Background: an optimization exercise with open tools, aiming at small area, a short achievable clock period and few clock cycles. Do not read the settings as production practice.
RTL that was checked went through simulation tests only; none was proved equivalent to the original.
No functional check of the RTL was part of run 1.
No driver is modelled on the clock port, so clock power and skew are understated where the tree is cut down; a real chip needs a root buffer or a tree.
Power and IR drop assume default switching activity.

## flow/design.v (module list and top-level ports; edited modules follow where they fit)
// module cl_inv: 1 lines
// module cl_nand2: 1 lines
// module cl_nor2: 1 lines
// module cl_xor2: 1 lines
// module cl_xnor2: 1 lines
// module cl_aoi21: 1 lines
// module cl_oai21: 1 lines
// module cl_mux2: 1 lines
// module cl_nand3: 1 lines
// module cl_nor3: 1 lines
// module cl_dff: 1 lines
// module rv_add32c: 347 lines
// module rv_add11: 96 lines
// module rv_neq32: 71 lines
// module rf_aoi3: 6 lines
// module rf_aoi2: 6 lines
// module rf_bit: 25 lines
// module regfile: 59 lines
// module rv_top: 239 lines
module rv_top (
    input               clk_i,
    input               rst_ni,
    output logic [31:0] addr_o,
    input        [31:0] instr_i,
    input        [31:0] data_i,
    output logic        data_we_o,
    output logic [31:0] data_o,
    output logic [31:0] data_addr_o
);
  // ...
==> flow/flow/run.sh <==
#!/bin/bash
# Layout flow: the standard flow (standard.sh: ORFS synthesis through
# final layout, unchanged constraints), with these settings changed:
#  - repair_timing is asked for a larger setup margin, so it keeps improving
#    paths beyond the 12 ns clock (the SDC and the clock are unchanged);
#  - clock tree synthesis clusters up to 25 flip-flops per leaf buffer and
#    inserts no dummy loads, which makes a smaller tree;
#  - flow/cts_hook.tcl removes the tree's root buffer, so the clock port
#    drives the four first-level buffers directly;
#  - the input and output ports are buffered with buf_4 cells (the standard flow's flow
#    picks a delay cell for them).
# Each tool's output goes to the ORFS logs under orfs/logs/; the make output
# goes to standard.log in this folder.
set -e
bash standard.sh \
  SETUP_SLACK_MARGIN=8.7 \
  "CTS_ARGS=-sink_clustering_enable -repair_clock_nets -dont_use_dummy_load -buf_list sky130_fd_sc_hd__clkbuf_16 -sink_clustering_size 25 -sink_clustering_max_diameter 100" \
  PRE_CTS_TCL=$PWD/flow/cts_hook.tcl \
  "BUFFER_PORTS_ARGS=-buffer_cell sky130_fd_sc_hd__buf_4" \
  finish > standard.log 2>&1
==> flow/flow/cts_hook.tcl <==
rename clock_tree_synthesis orig_clock_tree_synthesis
proc clock_tree_synthesis { args } {
  orig_clock_tree_synthesis {*}$args
  set block [ord::get_db_block]
  set port [$block findBTerm clk_i]
  if { $port == "NULL" } { puts "cts_hook: no clk_i port"; return }
  set pnet [$port getNet]
  set pins [$pnet getITerms]
  if { [llength $pins] != 1 } {
    puts "cts_hook: clk_i drives [llength $pins] pins, tree left as built"
    return
  }
  set root [[lindex $pins 0] getInst]
  set onet ""
  foreach it [$root getITerms] {
    if { [$it isOutputSignal] } { set onet [$it getNet] }
  }
  if { $onet == "" || $onet == "NULL" } { puts "cts_hook: root has no output net"; return }
  set loads {}
  foreach it [$onet getITerms] {
    if { [$it getInst] != $root } { lappend loads $it }
  }
  if { [llength $loads] > 4 || [llength $loads] == 0 || [llength [$onet getBTerms]] > 0 } {
    puts "cts_hook: root [$root getName] drives [llength $loads] pins, tree left as built"
    return
  }
  foreach it $loads {
    puts "cts_hook: [[$it getInst] getName] now driven by clk_i"
    $it disconnect
    $it connect $pnet
  }
  puts "cts_hook: removed root buffer [$root getName] ([[$root getMaster] getName])"
  odb::dbInst_destroy $root
  odb::dbNet_destroy $onet
}
==> flow/standard.sh <==
#!/bin/bash
# synth_recipe.tcl (not shown) runs the flow's synth.tcl, then flattens the netlist and writes it again
# the make line also repeats each setting of config.mk as NAME=value (left out here)
make -C /OpenROAD-flow-scripts/flow DESIGN_CONFIG=/design/flow/config.mk WORK_HOME=/design/flow/orfs CLKGATE_MAP_FILE= SYNTH_SCRIPT=/design/flow/synth_recipe.tcl "${@:-finish}"
==> flow/config.mk <==
export PLATFORM = sky130hd
export DESIGN_NAME = rv_top
export DESIGN_NICKNAME = rv_top
export VERILOG_FILES = /design/flow/design.v
export SDC_FILE = /design/flow/constraint.sdc
export NUM_CORES = 8
export LEC_CHECK = 0
export CAP_MARGIN = 20
export CORE_MARGIN = 2
export CORE_UTILIZATION = 30
export SETUP_SLACK_MARGIN = 0.5
export SLEW_MARGIN = 20
export SYNTH_HIERARCHICAL = 1
export SYNTH_MINIMUM_KEEP_SIZE = 0
==> flow/constraint.sdc <==
create_clock -name core_clock -period 12.0 [get_ports {clk_i}]
set_input_delay 2.4000 -clock core_clock [delete_from_list [all_inputs] [get_ports {clk_i}]]
set_output_delay 2.4000 -clock core_clock [all_outputs]
set_load 0.01 [all_outputs]
==> key figures, run 1 <==
Global route
  • All-layer global routing usage: 25.13%
  • GR Util met2: between 30% and 40%
  • Vias in the first global route: 40020

Detailed routing
  • Vias: 42790
  • Routed WL: 244700 µm
  • DR pass1 iterations: 17
  • Met2 wire len: 100400 µm

Worst hold path
  • Hold path startpoint: ld_e

Critical path
  • CP Data Arrival Time: roughly 1000 ps
  • Crit Path Max Fanout: 1
  • Startpoint types: flip-flop
  • Crit path buffers/inverters: 1
  • Worst path depth: 1
  • Cell family contributing the most delay on the critical path: flip-flops
  • Worst-case reg-to-reg path depth: 14
  • Worst EP required: 9600 ps
  • Crit path to: data_addr_o[19]
  • Critical path origin: addr_m[19]

Die
  • Io pins: 163
  • Chip Height: between 400 and 500 µm
  • # Taps: ~2400
  • Die ar.: 183800 µm²

Yosys
  • Post-synthesis simple-gate area fraction: roughly 7.3%
  • Area contributors post-synth: edfxtp_1 56%, a222oi_1 13%, dfxtp_1 11%
  • Post-Synth Adder-Cell Area: less than 1%

Power and ir drop
  • Net Sw Frac: 26.61%
  • PwrDens: ~140 nW/µm²
  • Seq power: roughly 5.4 mW

Finish
  • # diodes: 9
  • NonClk Buf Share: under 10%
  • Max reg flops: 992
  • ClkCell Share: approximately 2.4%
  • Final core utilization: between 30 and 40%
  • Register area: 36420 µm²
  • Layout area overhead: 13.67%

Timing
  • Finish-stage setup viols: 0
  • Final Max Tran Viols: 0
  • Setup TNS: 0 ps

Placement
  • Cell Area, Placed: slightly below 60000 µm²

Clock network
  • Clock sink total: approximately 1300
  • Worst skew pair latency: about 520 ps
  • Post-CTS setup buffer count: 21
  • Hold-fix buffers, CTS: 0

Outcome
  • Status: timing/DRC/antenna clean
==> module rv_top, before the edit <==
module rv_top (
    input               clk_i,
    input               rst_ni,
    output logic [31:0] addr_o,
    input        [31:0] instr_i,
    input        [31:0] data_i,
    output logic        data_we_o,
    output logic [31:0] data_o,
    output logic [31:0] data_addr_o
);
    logic [11:1] pc_f;           
    logic        v_d;            
    logic [31:0] ir_d;           
    logic [11:1] pc_d;           
    logic        byp_a_d;        
    logic        byp_b_d;        
    logic        ldu_d;          
    logic        imm_d;          
    logic        v_e;
    logic        wr_e, ld_e, st_e, br_e;
    logic        add_e, sub_e, and_e, or_e, lui_e;
    logic [3:0]  fa_e, fb_e;     
    logic [ 4:0] rd_e;
    logic [31:0] a_e, b_e;       
    logic [11:0] simm_e;         
    logic [11:1] tgt_e;
    logic        wr_m, ld_m, st_m;
    logic [ 4:0] rd_m;
    logic [31:0] res_m, s_m;
    logic [31:0] addr_m;         
    logic        stall_d;        
    logic        redir_e;        
    assign addr_o = {20'b0, pc_f, 1'b0};
    logic [11:1] tgt_f;
    rv_add11 u_tgt_f (
        .a_i ( pc_f ),
        .b_i ( {instr_i[7], instr_i[30:25], instr_i[11:8]} ),
        .s_o ( tgt_f )
    );
    logic        btb_v;
    logic [11:1] btb_pc, btb_tgt;
    logic [11:1] seq_f;
    logic        hit_f;
    logic        jmp_d;
    logic [11:1] tgt_d;
    assign seq_f = pc_f + 11'd2;
    assign hit_f = btb_v & (seq_f == btb_pc);
    always_ff @(posedge clk_i) begin
        if (!rst_ni) begin
            btb_v <= 1'b0;
        end else if (v_d && jmp_d) begin
            btb_v <= 1'b1;
        end
    end
    always_ff @(posedge clk_i) begin
        if (v_d && jmp_d) begin
            btb_pc  <= pc_d;
            btb_tgt <= tgt_d;
        end
    end
    logic [11:1] e2_f, e1_f, e0_f, next_f;
    always_comb begin
        if (stall_d)      e2_f = pc_d;
        else if (hit_f)   e2_f = btb_tgt;
        else              e2_f = seq_f;
    end
    for (genvar i = 1; i < 12; i++) begin : g_red_f
        cl_mux2 u_mux (.a(e2_f[i]), .b(tgt_e[i]), .s(redir_e), .y(e1_f[i]));
    end
    assign e0_f = e1_f & {11{rst_ni}};
    logic [4:0] x_f;
    logic       n0_f, n1_f, nlate_f;
    logic [2:0] take_f;
    for (genvar k = 0; k < 5; k++) begin : g_x_f
        cl_xnor2 u_x (.a(instr_i[15+k]), .b(instr_i[20+k]), .y(x_f[k]));
    end
    cl_nand3 u_n0_f (.a(x_f[0]), .b(x_f[1]), .c(x_f[2]),    .y(n0_f));
    cl_nand3 u_n1_f (.a(x_f[3]), .b(x_f[4]), .c(instr_i[6]), .y(n1_f));
    assign nlate_f = ~rst_ni | redir_e | stall_d;
    for (genvar j = 0; j < 3; j++) begin : g_take_f
        cl_nor3 u_take (.a(n0_f), .b(n1_f), .c(nlate_f), .y(take_f[j]));
    end
    for (genvar i = 1; i < 12; i++) begin : g_next_f
        cl_mux2 u_mux (.a(e0_f[i]), .b(tgt_f[i]), .s(take_f[(i-1)/4]), .y(next_f[i]));
    end
    always_ff @(posedge clk_i) begin
        pc_f <= next_f;
    end
    always_ff @(posedge clk_i) begin
        if (!rst_ni) begin
            v_d <= 1'b0;
        end else begin
            v_d <= ~redir_e & ~stall_d;
        end
    end
    logic       byp_a_f, byp_b_f, imm_f;
    logic [3:0] lo_a_d, lo_b_d;
    logic [7:0] hi_a_d, hi_b_d;
    assign byp_a_f = v_e & wr_e & (rd_e == instr_i[19:15]);
    assign byp_b_f = v_e & wr_e & (rd_e == instr_i[24:20]);
    assign imm_f   = ~instr_i[5] | instr_i[2];            
    logic ldu_f;
    assign ldu_f = v_d & is_ld_d & wr_d &
                   ((~instr_i[2] & (rd_d == instr_i[19:15])) |               
                    (instr_i[5] & ~instr_i[2] & (rd_d == instr_i[24:20])));   
    always_ff @(posedge clk_i) begin
        ir_d    <= instr_i;
        pc_d    <= pc_f;
        byp_a_d <= byp_a_f;
        byp_b_d <= byp_b_f;
        imm_d   <= imm_f;
        ldu_d   <= ldu_f;
        for (int i = 0; i < 4; i++) begin
            lo_a_d[i] <= (instr_i[16:15] == 2'(i));
            lo_b_d[i] <= (instr_i[21:20] == 2'(i));
        end
        for (int i = 0; i < 8; i++) begin
            hi_a_d[i] <= (instr_i[19:17] == 3'(i)) & ~byp_a_f;
            hi_b_d[i] <= (instr_i[24:22] == 3'(i)) & ~byp_b_f & ~imm_f;
        end
    end
    logic [6:0] op_d;
    logic [4:0] rs1_d, rs2_d, rd_d;
    logic [2:0] f3_d;
    assign op_d  = ir_d[6:0];
    assign rd_d  = ir_d[11:7];
    assign f3_d  = ir_d[14:12];
    assign rs1_d = ir_d[19:15];
    assign rs2_d = ir_d[24:20];
    logic is_br_d, is_lui_d, is_alu_d, is_r_d, is_ld_d, is_st_d;
    assign is_br_d  = op_d[6];
    assign is_lui_d = op_d[2];
    assign is_alu_d = op_d[4];                        
    assign is_r_d   = op_d[5] & op_d[4] & ~op_d[2];
    assign is_ld_d  = ~op_d[6] & ~op_d[5] & ~op_d[4];
    assign is_st_d  = ~op_d[6] &  op_d[5] & ~op_d[4];
    logic wr_d, use1_d, use2_d;
    assign wr_d   = (is_alu_d | is_ld_d) & (rd_d != 5'd0);
    assign use1_d = ~is_lui_d;
    assign use2_d = op_d[5] & ~op_d[2];                
    logic [31:0] immb_d;
    assign immb_d = is_lui_d ? {ir_d[31:12], 12'b0} : {{20{ir_d[31]}}, ir_d[31:20]};
    logic [31:0] wb_data;
    logic [31:0] a_d, b_d;
    assign wb_data = ld_m ? data_i : res_m;
    regfile #(.NA(2), .NB(3)) u_regfile (
        .clk_i    ( clk_i                ),
        .lo_a_i   ( lo_a_d               ),
        .hi_a_i   ( hi_a_d               ),
        .xa_en_i  ( {byp_a_d & ld_m, byp_a_d & ~ld_m} ),
        .xa_i     ( {data_i, res_m}      ),
        .rd_a_o   ( a_d                  ),
        .lo_b_i   ( lo_b_d               ),
        .hi_b_i   ( hi_b_d               ),
        .xb_en_i  ( {byp_b_d & ~imm_d & ld_m, byp_b_d & ~imm_d & ~ld_m, imm_d} ),
        .xb_i     ( {data_i, res_m, immb_d} ),
        .rd_b_o   ( b_d                  ),
        .wa_i     ( rd_m                 ),
        .wd_i     ( wb_data              ),
        .we_i     ( wr_m                 )
    );
    assign jmp_d = is_br_d & (rs1_d == rs2_d);
    assign tgt_d = pc_d + {ir_d[7], ir_d[30:25], ir_d[11:8]};
    logic hit1_e, hit2_e;
    assign hit1_e  = v_e & wr_e & (rd_e == rs1_d);
    assign hit2_e  = v_e & wr_e & (rd_e == rs2_d);
    assign stall_d = v_d & ~jmp_d & ldu_d;
    logic b30_d, zero3_d;
    assign b30_d   = ir_d[30];
    assign zero3_d = (f3_d == 3'b000);
    always_ff @(posedge clk_i) begin
        if (!rst_ni) begin
            v_e <= 1'b0;
        end else begin
            v_e <= v_d & ~stall_d & ~redir_e;
        end
    end
    always_ff @(posedge clk_i) begin
        wr_e   <= wr_d;
        ld_e   <= is_ld_d;
        st_e   <= is_st_d;
        br_e   <= is_br_d & ~jmp_d;
        lui_e  <= is_lui_d;
        add_e  <= is_ld_d | is_st_d | (is_alu_d & ~is_lui_d & zero3_d);
        sub_e  <= is_r_d & zero3_d & b30_d;
        and_e  <= is_alu_d & ~is_lui_d & (f3_d == 3'b111) & ~b30_d;
        or_e   <= is_alu_d & ~is_lui_d & (f3_d == 3'b110) & ~b30_d;
        rd_e   <= rd_d;
        a_e    <= a_d;
        b_e    <= b_d;
        simm_e <= {ir_d[31:25], ir_d[11:7]};
        tgt_e  <= tgt_d;
    end
    for (genvar j = 0; j < 4; j++) begin : g_fwd
        cl_dff u_fa (.clk(clk_i), .d(hit1_e),          .q(fa_e[j]));
        cl_dff u_fb (.clk(clk_i), .d(hit2_e & use2_d), .q(fb_e[j]));
    end
    logic [31:0] a_x, b_x, o_x, sum_e, res_e;
    for (genvar i = 0; i < 32; i++) begin : g_opnd
        assign a_x[i] = fa_e[i/8] ? res_m[i] : a_e[i];
        assign b_x[i] = fb_e[i/8] ? res_m[i] : b_e[i];
    end
    assign o_x = st_e ? {{20{simm_e[11]}}, simm_e} : b_x ^ {32{sub_e}};
    rv_add32c u_add (
        .a_i   ( a_x   ),
        .b_i   ( o_x   ),
        .cin_i ( sub_e ),
        .s_o   ( sum_e )
    );
    always_comb begin
        res_e = 32'b0;
        if (add_e)      res_e = sum_e;
        else if (and_e) res_e = a_x & b_x;
        else if (or_e)  res_e = a_x | b_x;
        else if (lui_e) res_e = b_e;
    end
    logic neq_e;
    rv_neq32 u_neq (.a_i(a_x), .b_i(b_x), .neq_o(neq_e));
    assign redir_e = v_e & br_e & ~neq_e;
    always_ff @(posedge clk_i) begin
        if (!rst_ni) begin
            wr_m <= 1'b0;
            st_m <= 1'b0;
        end else begin
            wr_m <= v_e & wr_e;
            st_m <= v_e & st_e;
        end
    end
    always_ff @(posedge clk_i) begin
        ld_m  <= ld_e;
        rd_m  <= rd_e;
        res_m  <= res_e;
        addr_m <= sum_e;
        s_m    <= b_x;
    end
    assign data_we_o   = st_m;
    assign data_addr_o = addr_m;
    assign data_o      = s_m;
endmodule
==> inputs of run 2 (changes only) <==
--- a/flow/design.v
+++ b/flow/design.v
@@ -648,3 +648,2 @@
     logic        byp_b_d;        
-    logic        ldu_d;          
     logic        imm_d;          
@@ -733,6 +732,2 @@
     assign imm_f   = ~instr_i[5] | instr_i[2];            
-    logic ldu_f;
-    assign ldu_f = v_d & is_ld_d & wr_d &
-                   ((~instr_i[2] & (rd_d == instr_i[19:15])) |               
-                    (instr_i[5] & ~instr_i[2] & (rd_d == instr_i[24:20])));   
     always_ff @(posedge clk_i) begin
@@ -743,3 +738,2 @@
         imm_d   <= imm_f;
-        ldu_d   <= ldu_f;
         for (int i = 0; i < 4; i++) begin
@@ -798,3 +792,3 @@
     assign hit2_e  = v_e & wr_e & (rd_e == rs2_d);
-    assign stall_d = v_d & ~jmp_d & ldu_d;
+    assign stall_d = v_d & ~jmp_d & ld_e & ((use1_d & hit1_e) | (use2_d & hit2_e));
     logic b30_d, zero3_d;
--- a/flow/flow/run.sh
+++ b/flow/flow/run.sh
@@ -6,3 +6,3 @@
 #  - clock tree synthesis clusters up to 25 flip-flops per leaf buffer and
-#    inserts no dummy loads, which makes a smaller tree;
+#    inserts no dummy loads, which makes a smaller tree, from buf_12 cells;
 #  - flow/cts_hook.tcl removes the tree's root buffer, so the clock port
@@ -16,3 +16,3 @@
   SETUP_SLACK_MARGIN=8.7 \
-  "CTS_ARGS=-sink_clustering_enable -repair_clock_nets -dont_use_dummy_load -buf_list sky130_fd_sc_hd__clkbuf_16 -sink_clustering_size 25 -sink_clustering_max_diameter 100" \
+  "CTS_ARGS=-sink_clustering_enable -repair_clock_nets -dont_use_dummy_load -buf_list sky130_fd_sc_hd__buf_12 -sink_clustering_size 25 -sink_clustering_max_diameter 100" \
   PRE_CTS_TCL=$PWD/flow/cts_hook.tcl \
==> run 2 against run 1 <==
Effect of this change:
- sequential power up 0.9%
- critical path type unchanged
- global-route usage down 0.34 points
- largest power group unchanged
- die area down 0.38%
- critical endpoint is now addr_o[3]
==> key figures, run 2 <==
Yosys
  • Top cell type's share of synthesized area: 56.48% (was 56.26%)
  • Top-count cell post-synth: edfxtp_1 (unchanged)
  • Synth cell count leaders: 1014 x edfxtp_1, 704 x a222oi_1, 289 x dfxtp_1 (was 1014 x edfxtp_1, 704 x a222oi_1, 290 x dfxtp_1)
  • Mapped Cells: 3668 (was 3705)
  • Area contributors post-synth: edfxtp_1 56%, a222oi_1 13%, dfxtp_1 11% (unchanged)
  • Post-synth EDFFs: 1014 (unchanged)
  • Synth async-reset ratio: 0% (unchanged)
  • Synthesized flop and latch total: 1303 (was 1304)
  • Post-synthesis cell area: 53920 µm² (was 54120 µm²)
  • Sequential area share after synthesis: 67.21% (was 66.99%)
  • Syn. warnings: 10 (unchanged)
  • Post-synthesis average cell area: 14.70 µm² (was 14.61 µm²)
  • Netlist cell types: 69 (was 65)
  • Post-synth top area cell: edfxtp_1 (unchanged)
  • Main flop type after synthesis: edfxtp_1 (unchanged)

Finish
  • Commonest non-fill, non-tap cell in the layout: edfxtp_1 (unchanged)
  • Post-route cell area: 61080 µm² (was 61520 µm²)
  • Multi-input gate area: 17560 µm² (was 17680 µm²)
  • Biggest register: u_regfile.reg_array (unchanged)
  • Layout area overhead: 13.29% (was 13.67%)
  • Final core utilization: 34.23% (was 34.40%)
  • Max reg flops: 992 (unchanged)
  • Nets@finish: 3991 (was 4011)
  • Register area: 36400 µm² (was 36420 µm²)
  • # fillers: 17150 (was 17190)
  • Share of cells above drive strength 1: 18.79% (was 18.62%)
  • Commonest cells after routing, fill and taps aside: 1014 x edfxtp_1, 704 x a222oi_1, 214 x buf_4 (was 1014 x edfxtp_1, 704 x a222oi_1, 196 x dfxtp_1)

Power and ir drop
  • Lkg Pwr: 20.31 nW (was 20.48 nW)
  • PwrDens: 144.3 nW/µm² (was 144.8 nW/µm²)
  • Pwr Total: 8.812 mW (was 8.910 mW)
  • Worst VDD drop: 0.1153 mV (was 0.1341 mV)

Timing
  • Finish-stage setup viols: 0 (unchanged)
  • Final Max Tran Viols: 0 (unchanged)
  • Slew HR: 24.78% (was 19.34%)
  • RSZ-0062 raised after global routing: yes (unchanged)
  • Final min period: 3367 ps (was 3405 ps)
  • Final Hold Fails: 0 (unchanged)
  • Setup ws final: 8633 ps (was 8595 ps)
  • Fin crit share: 28.06% (was 28.38%)
  • Setup TNS: 0 ps (unchanged)
  • Setup Skew: 98.53 ps (was 66.17 ps)
  • Worst Tran Pin Value: 1126 ps (was 1207 ps)
  • Fmax: 0.2970 GHz (was 0.2937 GHz)

Clock network
  • Clock sink total: 1303 (was 1304)
  • Worst-path clk slew: 110 ps (was 100 ps)
  • Worst skew pair latency: 510 ps (was 520 ps)

Critical path
  • CP endpoint kind: primary output (unchanged)
  • Kind of critical path: flip-flop to primary output (unchanged)
  • Worst path depth: 1 (unchanged)
  • Worst path slowest cell: dfxtp_4 (unchanged)
  • Worst-case reg-to-reg path depth: 12 (was 14)
  • Cell family contributing the most delay on the critical path: flip-flops (unchanged)
  • Worst EP required: 9600 ps (about the same)
  • Crit Path Max Fanout: 6 (was 1)
  • Delay of the slowest critical-path stage: 410 ps (was 400 ps)
  • CP Cell Sequence: buf_6 (unchanged)
  • CP Data Arrival Time: 970 ps (was 1010 ps)
  • Crit path buffers/inverters: 1 (unchanged)
  • Startpoint types: flip-flop (unchanged)

Detailed routing
  • Post-route ant nets: 0 (unchanged)
  • Routed WL: 239600 µm (was 244700 µm)
  • Vias: 42190 (was 42790)
  • Vias per Instance: 6.722 (was 6.798)
  • Avg WL per Cell: 38.18 µm (was 38.88 µm)
  • DR DRC count: 0 (unchanged)
  • DR pass1 iterations: 12 (was 17)
  • Initial DRC Count: 12200 (was 13450)

Global route
  • First-pass GRT wire length: 319500 µm (was 323000 µm)
  • Met3 Usage GRT: 10.32% (was 12.37%)
  • Vias in the first global route: 39840 (was 40020)
  • All-layer global routing usage: 24.79% (was 25.13%)
  • Largest net degree at the start of global routing: 65 (was 47)
  • Grt ovf: 0 (unchanged)
  • Initial antenna violation count: 19 (was 26)
  • Gr busiest metal: met2 (unchanged)
  • Grt met1 use: 29.15% (was 29.50%)
  • GR Util met2: 37.11% (was 36.18%)

Die
  • Num rows: 155 (unchanged)
  • Chip Height: 427.9 µm (was 428.7 µm)
  • Die ar.: 183100 µm² (was 183800 µm²)
  • Core area: 178400 µm² (was 178800 µm²)
  • Effective utilization at floorplan: 30.22% (was 30.27%)
  • DIE WIDTH: 427.9 µm (was 428.7 µm)
  • Io pins: 163 (unchanged)

Placement
  • Cell Area, Placed: 58500 µm² (was 58730 µm²)
  • Gpl congestion: 0.9160 (was 0.9476)
  • IO Port Bufs: 138 (unchanged)
  • Hpwl dp: 131100 µm (was 129700 µm)
  • Pre-CTS setup slack: 7695 ps (was 7677 ps)

Outcome
  • Status: timing/DRC/antenna clean (unchanged)

Worst hold path
  • Hold WC Path Type: flip-flop to flip-flop (unchanged)
  • Cell depth of the worst hold path: 0 (unchanged)

Run
  • Max-cap viol count: 0 (unchanged)
==> run 2: changes by cell type in the layout (fill, tap and decap cells not counted), moves of 5 or more <==
cell and delta:
mux2_4 +6, buf_6 -13, a211oi_2 -9, o221a_2 +6, buf_4 +28, nor3_2 -6
dfxtp_2 -5, buf_12 +56, clkbuf_16 -59, xnor2_1 -10, nand2_1 -14, nor2_1 -16
==> run 2: worst paths after layout <==
kind / from / endpoint / slack, ps
max reg2reg: pc_f[3] / pc_f[1] / 8700
min: ir_d[8] / simm_e[1] / 370
max: pc_f[3] / addr_o[3] / 8630
min reg2reg: ir_d[8] / simm_e[1] / 370
==> run 2: where the power goes <==
group / internal [mW] / total (mW) / switching (mW)
logic: 0.422 / 1.21 / 0.786
registers: 5.22 / 5.45 / 0.231
clock network: 0.763 / 2.16 / 1.39
==> run 2: cell families (layout without fill, tap and decap cells) <==
family	after synthesis	after routing	share of synthesized area (%)
flip-flops	1303	1303	67.21
buffers and inverters	250	473	2.202
AO/OA/AOI/OAI	1029	1029	17.27
XOR/XNOR	202	202	3.307
other	1	31	0.006955
multiplexers	127	127	2.657
adder cells (fa/ha/maj)	12	12	0.2924
AND/OR/NAND/NOR	744	744	7.057
==> run 2: area by class of cell <==
class	count	area share, %
multi-input cells	2135	28.75
diodes	10	0.04097
inverters	126	0.7743
repair buffers	288	4.087
well taps	2355	4.824
clock buffers	59	1.934
flip-flops and latches	1303	59.59
==> run 2: metrics by stage <==
stage / hold slack (ps) / std cells
after global routing: 366.3 / 6269
final: 370.2 / 6276
after CTS: 360.7 / 6242
after detailed placement: 349.9 / 6163
after floorplan: 329.0 / 3688
after global placement: 361.2 / 6163
==> run 2: metal layers <==
layer | up-vias | routed length, µm
met5 | - | 661
met4 | 28 | 19490
met3 | 1126 | 38900
met2 | 4398 | 102100
met1 | 20400 | 78510
li1 | 16240 | -
==> run 2: modules after synthesis (local to each module, per instance), excerpt <==
module     cells  copies in the design  flip-flops and latches  area [µm²]
rv_add11      11                     1                       0       82.58
cl_xnor2       1                    53                       0       8.758
cl_xor2        1                    69                       0       8.758
cl_inv         1                    55                       0       3.754
cl_oai21       1                    57                       0       5.005
cl_nand2       1                    86                       0       3.754
cl_nand3       1                     2                       0       5.005
cl_nor3        1                     3                       0       10.01
cl_mux2        1                    22                       0       15.01
cl_aoi21       1                    38                       0       8.758
cl_nor2        1                    81                       0       3.754
rv_add32c     32                     1                       0       240.2
cl_dff         1                     8                       1       20.02
==> run 2: what timing repair did <==
item	4_1_cts	5_1_grt
cloned	0	0
hold buffers	0	0
resized for setup	206	88
setup endpoints to repair	102	92
pin swaps	8	20
buffers inserted	20	24
Testbench counts of run 2, summed over its fixed seeds: cycles 62,844.
==> module rf_bit, before the edit <==
module rf_bit #(
    parameter int N = 33
) (
    input  [N-1:0] q,
    input  [N-1:0] sel,
    output         o
);
    localparam int G = N / 3;            
    localparam int R = N % 3;            
    logic [G + (R > 0) - 1:0] n;
    for (genvar g = 0; g < G; g++) begin : g_aoi
        rf_aoi3 u_aoi (
            .a0 ( q[3*g]   ), .b0 ( sel[3*g]   ),
            .a1 ( q[3*g+1] ), .b1 ( sel[3*g+1] ),
            .a2 ( q[3*g+2] ), .b2 ( sel[3*g+2] ),
            .y  ( n[g]     )
        );
    end
    if (R == 2) begin : g_r2
        rf_aoi2 u_aoi (.a0(q[3*G]), .b0(sel[3*G]), .a1(q[3*G+1]), .b1(sel[3*G+1]), .y(n[G]));
    end else if (R == 1) begin : g_r1
        assign n[G] = ~(q[3*G] & sel[3*G]);
    end
    assign o = ~&n;
endmodule
==> module regfile, before the edit <==
module regfile #(
    parameter int NA = 2,
    parameter int NB = 3
) (
    input               clk_i,
    input        [ 3:0] lo_a_i,
    input        [ 7:0] hi_a_i,
    input        [NA-1:0]      xa_en_i,
    input        [NA-1:0][31:0] xa_i,
    output logic [31:0] rd_a_o,
    input        [ 3:0] lo_b_i,
    input        [ 7:0] hi_b_i,
    input        [NB-1:0]      xb_en_i,
    input        [NB-1:0][31:0] xb_i,
    output logic [31:0] rd_b_o,
    input        [ 4:0] wa_i,
    input        [31:0] wd_i,
    input               we_i
);
    logic [31:0] reg_array [31:1];
    for (genvar i = 1; i < 32; i++) begin : g_reg
        always_ff @(posedge clk_i) begin
            if (we_i && (wa_i == 5'(i))) begin
                reg_array[i] <= wd_i;
            end
        end
    end
    logic [31:1] sel_a, sel_b;
    always_comb begin
        for (int i = 1; i < 32; i++) begin
            sel_a[i] = lo_a_i[i % 4] & hi_a_i[i / 4];
            sel_b[i] = lo_b_i[i % 4] & hi_b_i[i / 4];
        end
    end
    for (genvar b = 0; b < 32; b++) begin : g_bit
        logic [31:1] col;
        for (genvar i = 1; i < 32; i++) begin : g_col
            assign col[i] = reg_array[i][b];
        end
        logic [NA-1:0] xa_b;
        logic [NB-1:0] xb_b;
        for (genvar j = 0; j < NA; j++) begin : g_xa
            assign xa_b[j] = xa_i[j][b];
        end
        for (genvar j = 0; j < NB; j++) begin : g_xb
            assign xb_b[j] = xb_i[j][b];
        end
        rf_bit #(.N(31 + NA)) u_rd_a (
            .q   ( {col, xa_b}      ),
            .sel ( {sel_a, xa_en_i} ),
            .o   ( rd_a_o[b]        )
        );
        rf_bit #(.N(31 + NB)) u_rd_b (
            .q   ( {col, xb_b}      ),
            .sel ( {sel_b, xb_en_i} ),
            .o   ( rd_b_o[b]        )
        );
    end
endmodule
==> inputs of run 3 (changes only) <==
--- a/flow/design.v
+++ b/flow/design.v
@@ -21,2 +21,4 @@
 module cl_nor3  (input a, b, c, output y);           assign y = ~(a | b | c);          endmodule
+module cl_nand4 (input a, b, c, d, output y);        assign y = ~(a & b & c & d);      endmodule
+module cl_ao2111 (input a1, a2, b, c, d, output y);  assign y = (a1 & a2) | b | c | d; endmodule
 module cl_dff   (input clk, d, output logic q);      always_ff @(posedge clk) q <= d;  endmodule
@@ -553,2 +555,4 @@
     input  [N-1:0] sel,
+    input          lq,
+    input          ls,
     output         o
@@ -557,3 +561,3 @@
     localparam int R = N % 3;            
-    logic [G + (R > 0) - 1:0] n;
+    logic [10:0] n;
     for (genvar g = 0; g < G; g++) begin : g_aoi
@@ -568,10 +572,12 @@
         rf_aoi2 u_aoi (.a0(q[3*G]), .b0(sel[3*G]), .a1(q[3*G+1]), .b1(sel[3*G+1]), .y(n[G]));
-    end else if (R == 1) begin : g_r1
-        assign n[G] = ~(q[3*G] & sel[3*G]);
     end
-    assign o = ~&n;
+    logic [2:0] m;
+    cl_nand4 u_m0 (.a(n[0]), .b(n[1]), .c(n[2]),  .d(n[3]), .y(m[0]));
+    cl_nand4 u_m1 (.a(n[4]), .b(n[5]), .c(n[6]),  .d(n[7]), .y(m[1]));
+    cl_nand3 u_m2 (.a(n[8]), .b(n[9]), .c(n[10]),           .y(m[2]));
+    cl_ao2111 u_o (.a1(lq), .a2(ls), .b(m[0]), .c(m[1]), .d(m[2]), .y(o));
 endmodule
 module regfile #(
-    parameter int NA = 2,
-    parameter int NB = 3
+    parameter int NA = 1,
+    parameter int NB = 2
 ) (
@@ -582,2 +588,4 @@
     input        [NA-1:0][31:0] xa_i,
+    input               la_en_i,         
+    input        [31:0] la_i,
     output logic [31:0] rd_a_o,
@@ -587,2 +595,4 @@
     input        [NB-1:0][31:0] xb_i,
+    input               lb_en_i,
+    input        [31:0] lb_i,
     output logic [31:0] rd_b_o,
@@ -623,2 +633,4 @@
             .sel ( {sel_a, xa_en_i} ),
+            .lq  ( la_i[b]          ),
+            .ls  ( la_en_i          ),
             .o   ( rd_a_o[b]        )
@@ -628,2 +640,4 @@
             .sel ( {sel_b, xb_en_i} ),
+            .lq  ( lb_i[b]          ),
+            .ls  ( lb_en_i          ),
             .o   ( rd_b_o[b]        )
@@ -771,3 +785,3 @@
     assign wb_data = ld_m ? data_i : res_m;
-    regfile #(.NA(2), .NB(3)) u_regfile (
+    regfile #(.NA(1), .NB(2)) u_regfile (
         .clk_i    ( clk_i                ),
@@ -775,4 +789,6 @@
         .hi_a_i   ( hi_a_d               ),
-        .xa_en_i  ( {byp_a_d & ld_m, byp_a_d & ~ld_m} ),
-        .xa_i     ( {data_i, res_m}      ),
+        .xa_en_i  ( byp_a_d & ~ld_m      ),
+        .xa_i     ( res_m                ),
+        .la_en_i  ( byp_a_d & ld_m       ),
+        .la_i     ( data_i               ),
         .rd_a_o   ( a_d                  ),
@@ -780,4 +796,6 @@
         .hi_b_i   ( hi_b_d               ),
-        .xb_en_i  ( {byp_b_d & ~imm_d & ld_m, byp_b_d & ~imm_d & ~ld_m, imm_d} ),
-        .xb_i     ( {data_i, res_m, immb_d} ),
+        .xb_en_i  ( {byp_b_d & ~imm_d & ~ld_m, imm_d} ),
+        .xb_i     ( {res_m, immb_d}      ),
+        .lb_en_i  ( byp_b_d & ~imm_d & ld_m ),
+        .lb_i     ( data_i               ),
         .rd_b_o   ( b_d                  ),
--- a/flow/config.mk
+++ b/flow/config.mk
@@ -14 +14,2 @@
 export SYNTH_MINIMUM_KEEP_SIZE = 0
+export TNS_END_PERCENT = 30
==> run 3 against run 2 <==
Effect of this change:
- highest routed layer unchanged
- largest power group unchanged
- cell area is 0.50% lower
- still clean
- via count is 8.8% lower
- clock-buffer cell count shrank 1
- core utilization decreased by 0.24 points
- synthesized cell count is the same
- final cell count about the same
- register-to-register slack worse by 70 ps
==> key figures, run 3 <==
Timing
  • Finish-stage setup viols: 0 (unchanged)
  • RSZ-0062 raised after global routing: yes (unchanged)
  • Fmax: 0.2906 GHz (was 0.2970 GHz)
  • Worst Tran Pin Value: 1097 ps (was 1126 ps)
  • Slew HR: 26.72% (was 24.78%)
  • Final Max Tran Viols: 0 (unchanged)
  • Final min period: 3442 ps (was 3367 ps)
  • Setup TNS: 0 ps (unchanged)
  • Final Hold Fails: 0 (unchanged)
  • Setup Skew: 50.06 ps (was 98.53 ps)
  • Fin crit share: 28.68% (was 28.06%)

Clock network
  • Worst skew pair latency: 460 ps (was 510 ps)
  • Clock sink total: 1303 (unchanged)
  • Worst-path clk slew: 100 ps (was 110 ps)
  • Hold-fix buffers, CTS: 0 (unchanged)

Yosys
  • Mapped Cells: 3668 (unchanged)
  • Top-count cell post-synth: edfxtp_1 (unchanged)
  • Main flop type after synthesis: edfxtp_1 (unchanged)
  • Syn. warnings: 10 (unchanged)
  • Sequential area share after synthesis: 66.91% (was 67.21%)
  • Post-synthesis cell area: 54160 µm² (was 53920 µm²)
  • Netlist cell types: 70 (was 69)
  • Top cell type's share of synthesized area: 56.23% (was 56.48%)
  • Post-synth EDFFs: 1014 (unchanged)
  • Synthesized flop and latch total: 1303 (unchanged)
  • Post-synthesis average cell area: 14.76 µm² (was 14.70 µm²)
  • Synth cell count leaders: 1014 x edfxtp_1, 672 x a222oi_1, 289 x dfxtp_1 (was 1014 x edfxtp_1, 704 x a222oi_1, 289 x dfxtp_1)
  • Synth async-reset ratio: 0% (unchanged)
  • Post-synth top area cell: edfxtp_1 (unchanged)
  • Area contributors post-synth: edfxtp_1 56%, a222oi_1 12%, dfxtp_1 11% (was edfxtp_1 56%, a222oi_1 13%, dfxtp_1 11%)

Critical path
  • Kind of critical path: flip-flop to primary output (unchanged)
  • Crit Path Max Fanout: 1 (was 6)
  • Reg2Reg Setup Slack: 8630 ps (was 8700 ps)
  • Worst-case reg-to-reg path depth: 12 (unchanged)
  • Worst path slowest cell: dfxtp_1 (was dfxtp_4)
  • R2R Path Start: pc_f[2] (was pc_f[3])
  • Delay of the slowest critical-path stage: 420 ps (was 410 ps)
  • Crit path buffers/inverters: 1 (unchanged)
  • CP Data Arrival Time: 1040 ps (was 970 ps)
  • Startpoint types: flip-flop (unchanged)
  • Worst EP required: 9600 ps (about the same)
  • CP Cell Sequence: buf_4 (was buf_6)
  • RR Endpoint: pc_f[1] (unchanged)
  • CP endpoint kind: primary output (unchanged)
  • Worst path depth: 1 (unchanged)
  • Cell family contributing the most delay on the critical path: flip-flops (unchanged)

Finish
  • Commonest non-fill, non-tap cell in the layout: edfxtp_1 (unchanged)
  • Share of cells above drive strength 1: 16.18% (was 18.79%)
  • Max reg flops: 992 (unchanged)
  • Layout area overhead: 12.22% (was 13.29%)
  • Layout Cells excl Fill: 6273 (was 6276)
  • Commonest cells after routing, fill and taps aside: 1014 x edfxtp_1, 672 x a222oi_1, 271 x buf_4 (was 1014 x edfxtp_1, 704 x a222oi_1, 214 x buf_4)
  • Nets@finish: 3998 (was 3991)
  • # diodes: 0 (was 10)
  • Final core utilization: 33.99% (was 34.23%)
  • Biggest register: u_regfile.reg_array (unchanged)

Placement
  • IO Port Bufs: 138 (unchanged)
  • Placed cell count: 6163 (unchanged)
  • Gpl congestion: 0.9306 (was 0.9160)
  • Hpwl dp: 123100 µm (was 131100 µm)

Detailed routing
  • DR WL met3: 22460 µm (was 38900 µm)
  • Post-route ant nets: 0 (unchanged)
  • Avg WL per Cell: 30.21 µm (was 38.18 µm)
  • Vias per Instance: 6.135 (was 6.722)
  • Routed WL: 189500 µm (was 239600 µm)
  • DR DRC count: 0 (unchanged)
  • Initial DRC Count: 8372 (was 12200)
  • Met2 wire len: 90250 µm (was 102100 µm)
  • Vias: 38490 (was 42190)
  • M1 WL: 68450 µm (was 78510 µm)
  • Top Layer Used: met5 (unchanged)
  • DR pass1 iterations: 14 (was 12)

Global route
  • Largest net degree at the start of global routing: 49 (was 65)
  • Vias in the first global route: 36550 (was 39840)
  • Grt ovf: 0 (unchanged)
  • Initial antenna violation count: 9 (was 19)
  • All-layer global routing usage: 19.40% (was 24.79%)
  • First-pass GRT wire length: 264700 µm (was 319500 µm)

Power and ir drop
  • PwrDens: 142.4 nW/µm² (was 144.3 nW/µm²)
  • Pwr Total: 8.657 mW (was 8.812 mW)
  • Lkg Pwr: 20.24 nW (was 20.31 nW)
  • Worst VDD drop: 0.1218 mV (was 0.1153 mV)

Run
  • Max-cap viol count: 0 (unchanged)

Worst hold path
  • Hold WC Path Type: flip-flop to flip-flop (unchanged)
  • Cell depth of the worst hold path: 0 (unchanged)
  • Hold EP: ld_m (was simm_e[1])
  • Hold path startpoint: ld_e (was ir_d[8])

Die
  • Die ar.: 183900 µm² (was 183100 µm²)
  • Core area: 178800 µm² (was 178400 µm²)
  • Chip Height: 428.9 µm (was 427.9 µm)
  • Io pins: 163 (unchanged)
  • Effective utilization at floorplan: 30.29% (was 30.22%)
  • DIE WIDTH: 428.9 µm (was 427.9 µm)
  • Num rows: 155 (unchanged)

Outcome
  • Status: timing/DRC/antenna clean (unchanged)
## run 3: changes by cell type in the layout (fill, tap and decap cells not counted), moves of 31 or more
cell and change:
and2_1 +61, a22oi_2 +32, dfxtp_2 -57, buf_6 -48
and2_2 -58, a222oi_1 -32, or3_1 -31, dfxtp_1 +61
a2111o_1 +32, buf_4 +57
## run 3: cell families (layout without fill, tap and decap cells)
family / count (synthesis) / count (layout) / share of synthesized area, %
flip-flops: 1303 / 1303 / 66.91
AO/OA/AOI/OAI: 1061 / 1062 / 18.01
AND/OR/NAND/NOR: 712 / 712 / 6.656
buffers and inverters: 250 / 479 / 2.193
XOR/XNOR: 202 / 202 / 3.292
multiplexers: 127 / 127 / 2.645
adder cells (fa/ha/maj): 12 / 12 / 0.2911
other: 1 / 21 / 0.006924
## run 3: what timing repair did
item	in CTS	in global routing
setup endpoints to repair	124	128
cloned	1	0
pin swaps	8	10
gates resized for setup	79	75
setup buffers	11	40
## run 3: final cells by class
| type | count | area [µm²] |
|---|---|---|
| inverters | 126 | 473.0 |
| flip-flops and latches | 1303 | 36310 |
| clock buffers | 58 | 1161 |
| multi-input cells | 2136 | 17550 |
| well taps | 2355 | 2947 |
| fillers | 17180 | 118000 |
| repair buffers | 295 | 2333 |
## run 3: power breakdown
group          switching (mW)  total, mW  internal (mW)
clock network            1.36       2.10          0.750
logic                   0.800       1.20          0.397
registers               0.151       5.36           5.20
total                    2.31       8.66           6.35
## run 3: Yosys stat by module, one instance, submodules excluded, a selection
module / area (µm²) / cells inside
rf_aoi3: 10.01 / 1
cl_nand3: 5.005 / 1
cl_aoi21: 8.758 / 1
cl_ao2111: 11.26 / 1
cl_inv: 3.754 / 1
rv_add32c: 240.2 / 32
rf_aoi2: 12.51 / 1
cl_nor2: 3.754 / 1
rv_add11: 82.58 / 11
cl_nor3: 10.01 / 1
## run 3: routing by layer
metal | vias up | global-route usage (%)
li1 | 16240 | -
met1 | 19190 | 24.15
met2 | 2646 | 32.59
met3 | 406 | 4.461
met4 | 4 | 7.525
met5 | - | 0
## run 3: how the worst max path moves through the flow
stage / startpoint / to / slack (ps)
CTS: pc_f[4] / addr_o[4] / 8510
floorplan: instr_i[9] / pc_f[10] / 8390
detailed placement: st_e / res_m[28] / 7760
finish: addr_m[26] / data_addr_o[26] / 8560
global placement: instr_i[23] / pc_f[9] / 7790
global route: pc_f[3] / pc_f[1] / 8480
## run 3: metrics by stage
stage	worst slack (ps)	instance area [µm²]	hold slack, ps
floorplan	8393	54310	329.0
global placement	7789	58630	340.1
detailed placement	7755	58630	342.6
CTS	8510	60190	359.6
global route	8482	60780	372.7
finish	8558	60780	361.0
Testbench counts of run 3, summed over its fixed seeds: cycles 62,844.
==> inputs of run 4 (changes only) <==
--- a/flow/config.mk
+++ b/flow/config.mk
@@ -14,2 +14 @@
 export SYNTH_MINIMUM_KEEP_SIZE = 0
-export TNS_END_PERCENT = 30
==> run 4 against run 3 <==
Effect of this change:
- non-clock buffer count fell by 22
- synthesized cell count unchanged
- area after synthesis unchanged
==> key figures, run 4 <==
Critical path
  • CP Cell Sequence: buf_6 (was buf_4)
  • Crit path buffers/inverters: 1 (unchanged)
  • CP Data Arrival Time: 950 ps (was 1040 ps)
  • Worst path slowest cell: dfxtp_4 (was dfxtp_1)
  • Delay of the slowest critical-path stage: 370 ps (was 420 ps)
  • Cell family contributing the most delay on the critical path: flip-flops (unchanged)
  • Kind of critical path: flip-flop to primary output (unchanged)
  • Crit Path Max Fanout: 2 (was 1)
  • CP endpoint kind: primary output (unchanged)
  • Worst EP required: 9600 ps (about the same)
  • Critical path origin: pc_f[5] (was addr_m[26])
  • R2R Path Start: ir_d[21] (was pc_f[2])
  • Startpoint types: flip-flop (unchanged)

Timing
  • RSZ-0062 raised after global routing: yes (unchanged)
  • Fin crit share: 27.90% (was 28.68%)
  • Slew HR: 31.36% (was 26.72%)
  • Final Hold Fails: 0 (unchanged)
  • Setup ws final: 8652 ps (was 8558 ps)
  • Finish-stage setup viols: 0 (unchanged)
  • Setup TNS: 0 ps (unchanged)
  • Final min period: 3348 ps (was 3442 ps)
  • Setup Skew: 66.67 ps (was 50.06 ps)
  • Fmax: 0.2987 GHz (was 0.2906 GHz)
  • Final Max Tran Viols: 0 (unchanged)
  • Worst Tran Pin Value: 1027 ps (was 1097 ps)

Worst hold path
  • Hold path startpoint: ld_e (unchanged)
  • Hold WC Path Type: flip-flop to flip-flop (unchanged)

Die
  • Io pins: 163 (unchanged)
  • Chip Height: 428.9 µm (unchanged)
  • Core area: 178800 µm² (unchanged)
  • Die ar.: 183900 µm² (unchanged)
  • DIE WIDTH: 428.9 µm (unchanged)
  • Effective utilization at floorplan: 30.29% (unchanged)
  • Num rows: 155 (unchanged)

Yosys
  • Synthesized flop and latch total: 1303 (unchanged)
  • Netlist cell types: 70 (unchanged)
  • Top-count cell post-synth: edfxtp_1 (unchanged)
  • Post-synth top area cell: edfxtp_1 (unchanged)
  • Sequential area share after synthesis: 66.91% (unchanged)
  • Post-synthesis average cell area: 14.76 µm² (unchanged)
  • Syn. warnings: 10 (unchanged)
  • Synth Area in XOR/XNOR: 3.292% (unchanged)
  • Post-synthesis cell area: 54160 µm² (unchanged)
  • Largest family of logic cells by synthesized area: compound AO/OA/AOI/OAI gates (unchanged)
  • Post-synthesis simple-gate area fraction: 6.656% (unchanged)
  • Top cell type's share of synthesized area: 56.23% (unchanged)
  • Main flop type after synthesis: edfxtp_1 (unchanged)
  • Synth cell count leaders: 1014 x edfxtp_1, 672 x a222oi_1, 289 x dfxtp_1 (unchanged)
  • Post-synth EDFFs: 1014 (unchanged)
  • Mapped Cells: 3668 (unchanged)
  • Synth async-reset ratio: 0% (unchanged)
  • Area contributors post-synth: edfxtp_1 56%, a222oi_1 12%, dfxtp_1 11% (unchanged)
  • Synth Area in Compound Gates: 18.01% (unchanged)
  • Post-synthesis mux area share: 2.645% (unchanged)
  • Post-Synth Adder-Cell Area: 0.2911% (unchanged)

Global route
  • All-layer global routing usage: 19.32% (was 19.40%)
  • First-pass GRT wire length: 263500 µm (was 264700 µm)
  • Grt ovf: 0 (unchanged)
  • Initial antenna violation count: 7 (was 9)
  • Largest net degree at the start of global routing: 65 (was 49)
  • Vias in the first global route: 36810 (was 36550)

Placement
  • IO Port Bufs: 138 (unchanged)
  • Hpwl dp: 122300 µm (was 123100 µm)
  • Cell Area, Placed: 58610 µm² (was 58630 µm²)
  • Gpl congestion: 0.9194 (was 0.9306)
  • Pre-CTS setup slack: 7789 ps (was 7755 ps)

Finish
  • Layout area overhead: 12.73% (was 12.22%)
  • Share of cells above drive strength 1: 17.37% (was 16.18%)
  • Max reg flops: 992 (unchanged)
  • Commonest cells after routing, fill and taps aside: 1014 x edfxtp_1, 672 x a222oi_1, 207 x dfxtp_1 (was 1014 x edfxtp_1, 672 x a222oi_1, 271 x buf_4)
  • Post-route cell area: 61050 µm² (was 60780 µm²)
  • Commonest non-fill, non-tap cell in the layout: edfxtp_1 (unchanged)
  • Nets@finish: 3978 (was 3998)
  • Biggest register: u_regfile.reg_array (unchanged)
  • # fillers: 17160 (was 17180)

Power and ir drop
  • Logic pwr share: 14.3% (was 13.8%)
  • Net Sw Frac: 26.67% (was 26.63%)
  • Sw Pwr: 2.327 mW (was 2.306 mW)
  • Lkg Pwr: 20.22 nW (was 20.24 nW)
  • Clock power frac: 24.1% (was 24.3%)
  • Sequential power share: 61.6% (was 61.9%)
  • Worst VDD drop: 0.1266 mV (was 0.1218 mV)
  • Int Pwr: 6.397 mW (was 6.351 mW)
  • PwrDens: 142.9 nW/µm² (was 142.4 nW/µm²)

Detailed routing
  • Vias: 38320 (was 38490)
  • DR pass1 iterations: 13 (was 14)
  • Initial DRC Count: 8522 (was 8372)
  • Routed WL: 188200 µm (was 189500 µm)
  • Post-route ant nets: 0 (unchanged)
  • DR DRC count: 0 (unchanged)
  • Avg WL per Cell: 30.09 µm (was 30.21 µm)
  • Vias per Instance: 6.127 (was 6.135)

Clock network
  • Clock sink total: 1303 (unchanged)
  • Hold-fix buffers, CTS: 0 (unchanged)
  • Worst-path clk slew: 110 ps (was 100 ps)
  • Worst skew pair latency: 460 ps (about the same)

Run
  • Max-cap viol count: 0 (unchanged)

Outcome
  • Status: timing/DRC/antenna clean (unchanged)
## run 4: cell counts after synthesis
No cell type changed its count.
## run 4: final timing paths
kind / to / slack (ps) / cells past startpoint
worst max-delay path: addr_o[5] / 8650 / 1
worst min-delay path: ld_m / 360 / 0
worst max register to register: pc_f[7] / 8820 / 9
worst min register to register: ld_m / 360 / 0
## run 4: power groups by stage
stage          Combinational [mW]  Clock [mW]  Sequential, mW
6_report                     1.25        2.11            5.37
3_5_place_dp                 1.13           0            5.44
5_1_grt                      1.34        2.27            5.38
3_3_place_gp                 1.11           0            5.44
4_1_cts                      1.19        2.14            5.36
2_1_floorplan               0.717           0            5.40
## run 4: what timing repair did
item | in CTS | in global routing
gates cloned | 1 | 2
setup endpoints to repair | 126 | 128
buffers inserted | 21 | 12
gates resized for setup | 214 | 69
pin swaps | 20 | 19
## run 4: through the flow
step / util, % / cells / total power [mW] / hold WS [ps]
final: 34.14 / 6254 / 8.725 / 355.4
after detailed placement: 32.78 / 6159 / 6.565 / 338.7
after global placement: 32.78 / 6159 / 6.541 / 338.1
after floorplan: - / 3688 / 6.120 / 329.0
after global routing: 34.14 / 6253 / 8.992 / 368.0
after CTS: 33.88 / 6239 / 8.692 / 355.7
## run 4: modules after synthesis, one instance, submodules excluded, a selection
module | cells | times used
cl_xnor2 | 1 | 53
rf_aoi2 | 1 | 32
cl_nand3 | 1 | 66
rf_aoi3 | 1 | 672
cl_nand4 | 1 | 128
rv_top | 1091 | 1
rv_add32c | 32 | 1
cl_mux2 | 1 | 22
cl_oai21 | 1 | 57
rv_add11 | 11 | 1
cl_dff | 1 | 8
cl_xor2 | 1 | 69
cl_inv | 1 | 55
cl_nand2 | 1 | 86
cl_nor3 | 1 | 3
cl_nor2 | 1 | 81
## run 4: final cells by class
type | instances | area [µm²] | share of cell area [%]
Antenna cell | 1 | 2.502 | 0.004099
Clock buffer | 58 | 1161 | 1.902
Inverter | 126 | 473.0 | 0.7747
Multi-Input combinational cell | 2138 | 17680 | 28.96
Sequential cell | 1303 | 36390 | 59.61
Tap cell | 2355 | 2947 | 4.826
Timing Repair Buffer | 273 | 2395 | 3.923
## run 4: layer usage
| layer | share of wire [%] | global-route usage, % | vias to the layer above |
|---|---|---|---|
| li1 | - | - | 16200 |
| met1 | 36 | 24.18 | 19030 |
| met2 | 47 | 32.01 | 2705 |
| met3 | 12 | 4.610 | 380 |
| met4 | 4.6 | 7.774 | 4 |
| met5 | 0.025 | 0.1821 | - |
## run 4: kinds of logic after synthesis
group,Yosys count
AO/OA/AOI/OAI,1061
other,1
multiplexers,127
XOR/XNOR,202
adder cells (fa/ha/maj),12
buffers and inverters,250
flip-flops,1303
AND/OR/NAND/NOR,712
## run 4: worst register-to-register path, delay by kind of cell (launching register included)
kind	cells	cell delay [ps]
and+or+nand+nor	4	940
AOI/OAI and AO/OA	2	750
DFF	1	670
muxes	2	540
xor gates and xnor gates	1	180
==> inputs of run 5 (changes only) <==
--- a/flow/flow/run.sh
+++ b/flow/flow/run.sh
@@ -15,3 +15,3 @@
 bash standard.sh \
-  SETUP_SLACK_MARGIN=8.7 \
+  SETUP_SLACK_MARGIN=8.8 \
   "CTS_ARGS=-sink_clustering_enable -repair_clock_nets -dont_use_dummy_load -buf_list sky130_fd_sc_hd__buf_12 -sink_clustering_size 25 -sink_clustering_max_diameter 100" \
==> run 5 against run 4 <==
Effect of this change:
- cell area increased by 0.43%
- sequential cell count unchanged
- hold slack improved by 14 ps
==> key figures, run 5 <==
Outcome
  • Status: timing/DRC/antenna clean (unchanged)

Finish
  • Post-route cell area: 61320 µm² (was 61050 µm²)
  • Commonest cells after routing, fill and taps aside: 1014 x edfxtp_1, 672 x a222oi_1, 201 x dfxtp_1 (was 1014 x edfxtp_1, 672 x a222oi_1, 207 x dfxtp_1)
  • Biggest register: u_regfile.reg_array (unchanged)
  • # fillers: 17150 (was 17160)
  • Nets@finish: 3982 (was 3978)
  • Max reg flops: 992 (unchanged)
  • Commonest non-fill, non-tap cell in the layout: edfxtp_1 (unchanged)
  • Share of cells above drive strength 1: 17.86% (was 17.37%)
  • Layout area overhead: 13.22% (was 12.73%)

Yosys
  • Sequential area share after synthesis: 66.91% (unchanged)
  • Mapped Cells: 3668 (unchanged)
  • Top-count cell post-synth: edfxtp_1 (unchanged)
  • Post-synth top area cell: edfxtp_1 (unchanged)
  • Main flop type after synthesis: edfxtp_1 (unchanged)
  • Post-synthesis average cell area: 14.76 µm² (unchanged)
  • Post-synthesis cell area: 54160 µm² (unchanged)
  • Synth cell count leaders: 1014 x edfxtp_1, 672 x a222oi_1, 289 x dfxtp_1 (unchanged)
  • Area contributors post-synth: edfxtp_1 56%, a222oi_1 12%, dfxtp_1 11% (unchanged)
  • Netlist cell types: 70 (unchanged)
  • Top cell type's share of synthesized area: 56.23% (unchanged)
  • Synth async-reset ratio: 0% (unchanged)
  • Syn. warnings: 10 (unchanged)
  • Post-synth EDFFs: 1014 (unchanged)
  • Synthesized flop and latch total: 1303 (unchanged)

Critical path
  • CP Data Arrival Time: 980 ps (was 950 ps)
  • R2R Path Start: pc_f[6] (was ir_d[21])
  • Delay of the slowest critical-path stage: 420 ps (was 370 ps)
  • Cell family contributing the most delay on the critical path: flip-flops (unchanged)
  • Worst-case reg-to-reg path depth: 12 (was 9)
  • Kind of critical path: flip-flop to primary output (unchanged)
  • Worst path slowest cell: dfxtp_4 (unchanged)
  • Critical path origin: pc_f[2] (was pc_f[5])
  • CP Cell Sequence: buf_6 (unchanged)
  • Worst EP required: 9600 ps (about the same)
  • Worst path depth: 1 (unchanged)
  • Crit path buffers/inverters: 1 (unchanged)
  • Crit Path Max Fanout: 6 (was 2)
  • CP endpoint kind: primary output (unchanged)
  • Startpoint types: flip-flop (unchanged)

Timing
  • Final min period: 3384 ps (was 3348 ps)
  • Setup TNS: 0 ps (unchanged)
  • Worst Tran Pin Value: 1058 ps (was 1027 ps)
  • Slew HR: 29.47% (was 31.36%)
  • Finish-stage setup viols: 0 (unchanged)
  • Fin crit share: 28.20% (was 27.90%)
  • Setup Skew: 55.50 ps (was 66.67 ps)
  • Final Max Tran Viols: 0 (unchanged)
  • Final hold slack: 369.0 ps (was 355.4 ps)
  • RSZ-0062 raised after global routing: yes (unchanged)
  • Fmax: 0.2955 GHz (was 0.2987 GHz)
  • Final Hold Fails: 0 (unchanged)

Run
  • Max-cap viol count: 0 (unchanged)

Placement
  • IO Port Bufs: 138 (unchanged)
  • Hpwl dp: 123400 µm (was 122300 µm)
  • Gpl congestion: 0.9216 (was 0.9194)
  • Cell Area, Placed: 58650 µm² (was 58610 µm²)

Worst hold path
  • Hold WC Path Type: flip-flop to flip-flop (unchanged)
  • Hold path startpoint: ld_e (unchanged)
  • Cell depth of the worst hold path: 0 (unchanged)

Detailed routing
  • DR DRC count: 0 (unchanged)
  • Initial DRC Count: 7425 (was 8522)
  • Vias per Instance: 6.061 (was 6.127)
  • Vias: 37950 (was 38320)
  • DR pass1 iterations: 17 (was 13)
  • Avg WL per Cell: 28.98 µm (was 30.09 µm)
  • Routed WL: 181400 µm (was 188200 µm)
  • Post-route ant nets: 0 (unchanged)

Power and ir drop
  • Net Sw Frac: 26.55% (was 26.67%)
  • Pwr Total: 8.709 mW (was 8.725 mW)
  • Lkg Pwr: 20.30 nW (was 20.22 nW)
  • Sw Pwr: 2.312 mW (was 2.327 mW)
  • Worst VDD drop: 0.1121 mV (was 0.1266 mV)
  • Clock power frac: 23.9% (was 24.1%)
  • Int Pwr: 6.397 mW (about the same)
  • Sequential power share: 61.8% (was 61.6%)
  • Logic pwr share: 14.3% (about the same)
  • PwrDens: 142.0 nW/µm² (was 142.9 nW/µm²)

Die
  • Num rows: 155 (unchanged)
  • Effective utilization at floorplan: 30.29% (unchanged)
  • Chip Height: 428.9 µm (unchanged)
  • Io pins: 163 (unchanged)
  • Core area: 178800 µm² (unchanged)
  • DIE WIDTH: 428.9 µm (unchanged)
  • Die ar.: 183900 µm² (unchanged)

Global route
  • Largest net degree at the start of global routing: 65 (unchanged)
  • All-layer global routing usage: 18.62% (was 19.32%)
  • Vias in the first global route: 36950 (was 36810)
  • Initial antenna violation count: 6 (was 7)
  • Grt ovf: 0 (unchanged)
  • First-pass GRT wire length: 256800 µm (was 263500 µm)

Clock network
  • Worst skew pair latency: 480 ps (was 460 ps)
  • Worst-path clk slew: 110 ps (about the same)
  • Clock sink total: 1303 (unchanged)
run 5: cell counts after synthesis:
No cell type changed its count.
run 5: cell type report:
cell class	count	area (µm²)	share of cell area, %
sequential	1303	36400	59.36
multi-input combinational	2136	17770	28.99
inverter	126	488.0	0.7958
clock buffer	57	1141	1.861
tap	2355	2947	4.806
timing repair buffer	280	2559	4.173
antenna	4	10.01	0.01632
run 5: worst register-to-register path, cell delays in order (launching register included):
cell	delay, ps
dfxtp_4	370
buf_4	200
and4_4	280
nand3_4	90
mux2i_2	240
nand3_2	120
a2111oi_4	310
buf_4	210
mux2_1	320
mux2_1	300
mux2_4	270
and2_1	150
mux2_4	260
run 5: kinds of logic (layout without fill, tap and decap cells):
| logic type | after synthesis | in the layout | share of synthesized area, % |
|---|---|---|---|
| AND/OR/NAND/NOR | 712 | 712 | 6.656 |
| AO/OA/AOI/OAI | 1061 | 1062 | 18.01 |
| adder cells (fa/ha/maj) | 12 | 12 | 0.2911 |
| multiplexers | 127 | 127 | 2.645 |
| XOR/XNOR | 202 | 202 | 3.292 |
| flip-flops | 1303 | 1303 | 66.91 |
| buffers and inverters | 250 | 463 | 2.193 |
| other | 1 | 25 | 0.006924 |
run 5: final timing paths:
path	endpoint	slack (ps)
setup / recovery	addr_o[2]	8620
hold / removal	ld_m	370
setup reg to reg	pc_f[3]	8780
hold reg to reg	ld_m	370
run 5: metal layers:
metal / track usage, % / vias to the layer above / wire length (µm)
met3: 3.572 / 457 / 18380
met5: 0 / - / 27
met4: 8.168 / 4 / 8759
met2: 31.94 / 2419 / 87540
met1: 22.72 / 18860 / 66720
li1: - / 16210 / -
run 5: modules after synthesis, one instance, submodules excluded, excerpt:
module	area [µm²]	cells inside	times used
rf_aoi3	10.01	1	672
rv_add11	82.58	11	1
rv_top	11410	1091	1
rf_aoi2	12.51	1	32
cl_nor3	10.01	1	3
cl_nand3	5.005	1	66
cl_ao2111	11.26	1	64
cl_nor2	3.754	1	81
cl_nand4	6.256	1	128
cl_nand2	3.754	1	86
cl_aoi21	8.758	1	38
cl_inv	3.754	1	55
cl_mux2	15.01	1	22
cl_xor2	8.758	1	69
run 5: per-stage QoR:
step / util [%] / instances / worst slack (ps)
final: 34.29 / 6261 / 8616
after CTS: 33.98 / 6234 / 8590
after floorplan: - / 3688 / 8393
after detailed placement: 32.80 / 6153 / 7685
after global routing: 34.29 / 6259 / 8590
after global placement: 32.80 / 6153 / 7735
run 5: timing repair:
| action | 4_1_cts | 5_1_grt |
|---|---|---|
| gates resized for setup | 247 | 89 |
| pin swaps | 14 | 30 |
| setup buffers | 23 | 23 |
| hold buffers | 0 | 0 |
| cloned | 1 | 0 |
| endpoints found under the setup margin | 130 | 115 |
run 5: power by group through the flow:
stage,Clock [mW],Sequential [mW],Combinational [mW]
after floorplan,0,5.40,0.721
after CTS,2.11,5.37,1.20
after detailed placement,0,5.44,1.12
final,2.08,5.38,1.24
after global placement,0,5.44,1.09
after global routing,2.25,5.39,1.33

port drivers added, routing unchanged:
The results above use ideal ports. As a check the final layouts listed here were re-extracted and re-timed, cells and wires unchanged. Step 1 (the two cells are an assumption about what drives the block):
set clk [get_ports {clk_i}]
set_driving_cell -lib_cell sky130_fd_sc_hd__clkbuf_16 $clk
set_driving_cell -lib_cell sky130_fd_sc_hd__buf_2 [delete_from_list [all_inputs] $clk]
Step 2 times the ports against the registers' clock, not the clock port: input delays grow and output delays shrink by t, the midpoint of the rising clock arrivals with the driver on. Three values: no drivers, after step 1, after step 2; two values: the first two.
run	t (ns)	setup slack, ns	hold slack, ns	slew at the worst register clock pin (ns)	pins driven straight from the clock port
run 1	0.656	8.595 / 8.424 / 8.102	0.336 / 0.336 / 0.336	0.11 / 0.11	4
run 2	0.628	8.633 / 8.469 / 8.158	0.370 / 0.370 / 0.370	0.12 / 0.12	4
run 3	0.585	8.558 / 8.415 / 8.164	0.361 / 0.361 / 0.361	0.11 / 0.11	4
run 4	0.567	8.652 / 8.510 / 8.285	0.355 / 0.355 / 0.355	0.11 / 0.11	4
run 5	0.599	8.616 / 8.465 / 8.252	0.369 / 0.369 / 0.369	0.11 / 0.11	4
After both steps every run listed still meets setup and hold. For run 1, which loses most, drivers alone change the setup slack by -0.171 ns; drivers and shift together by -0.493 ns.
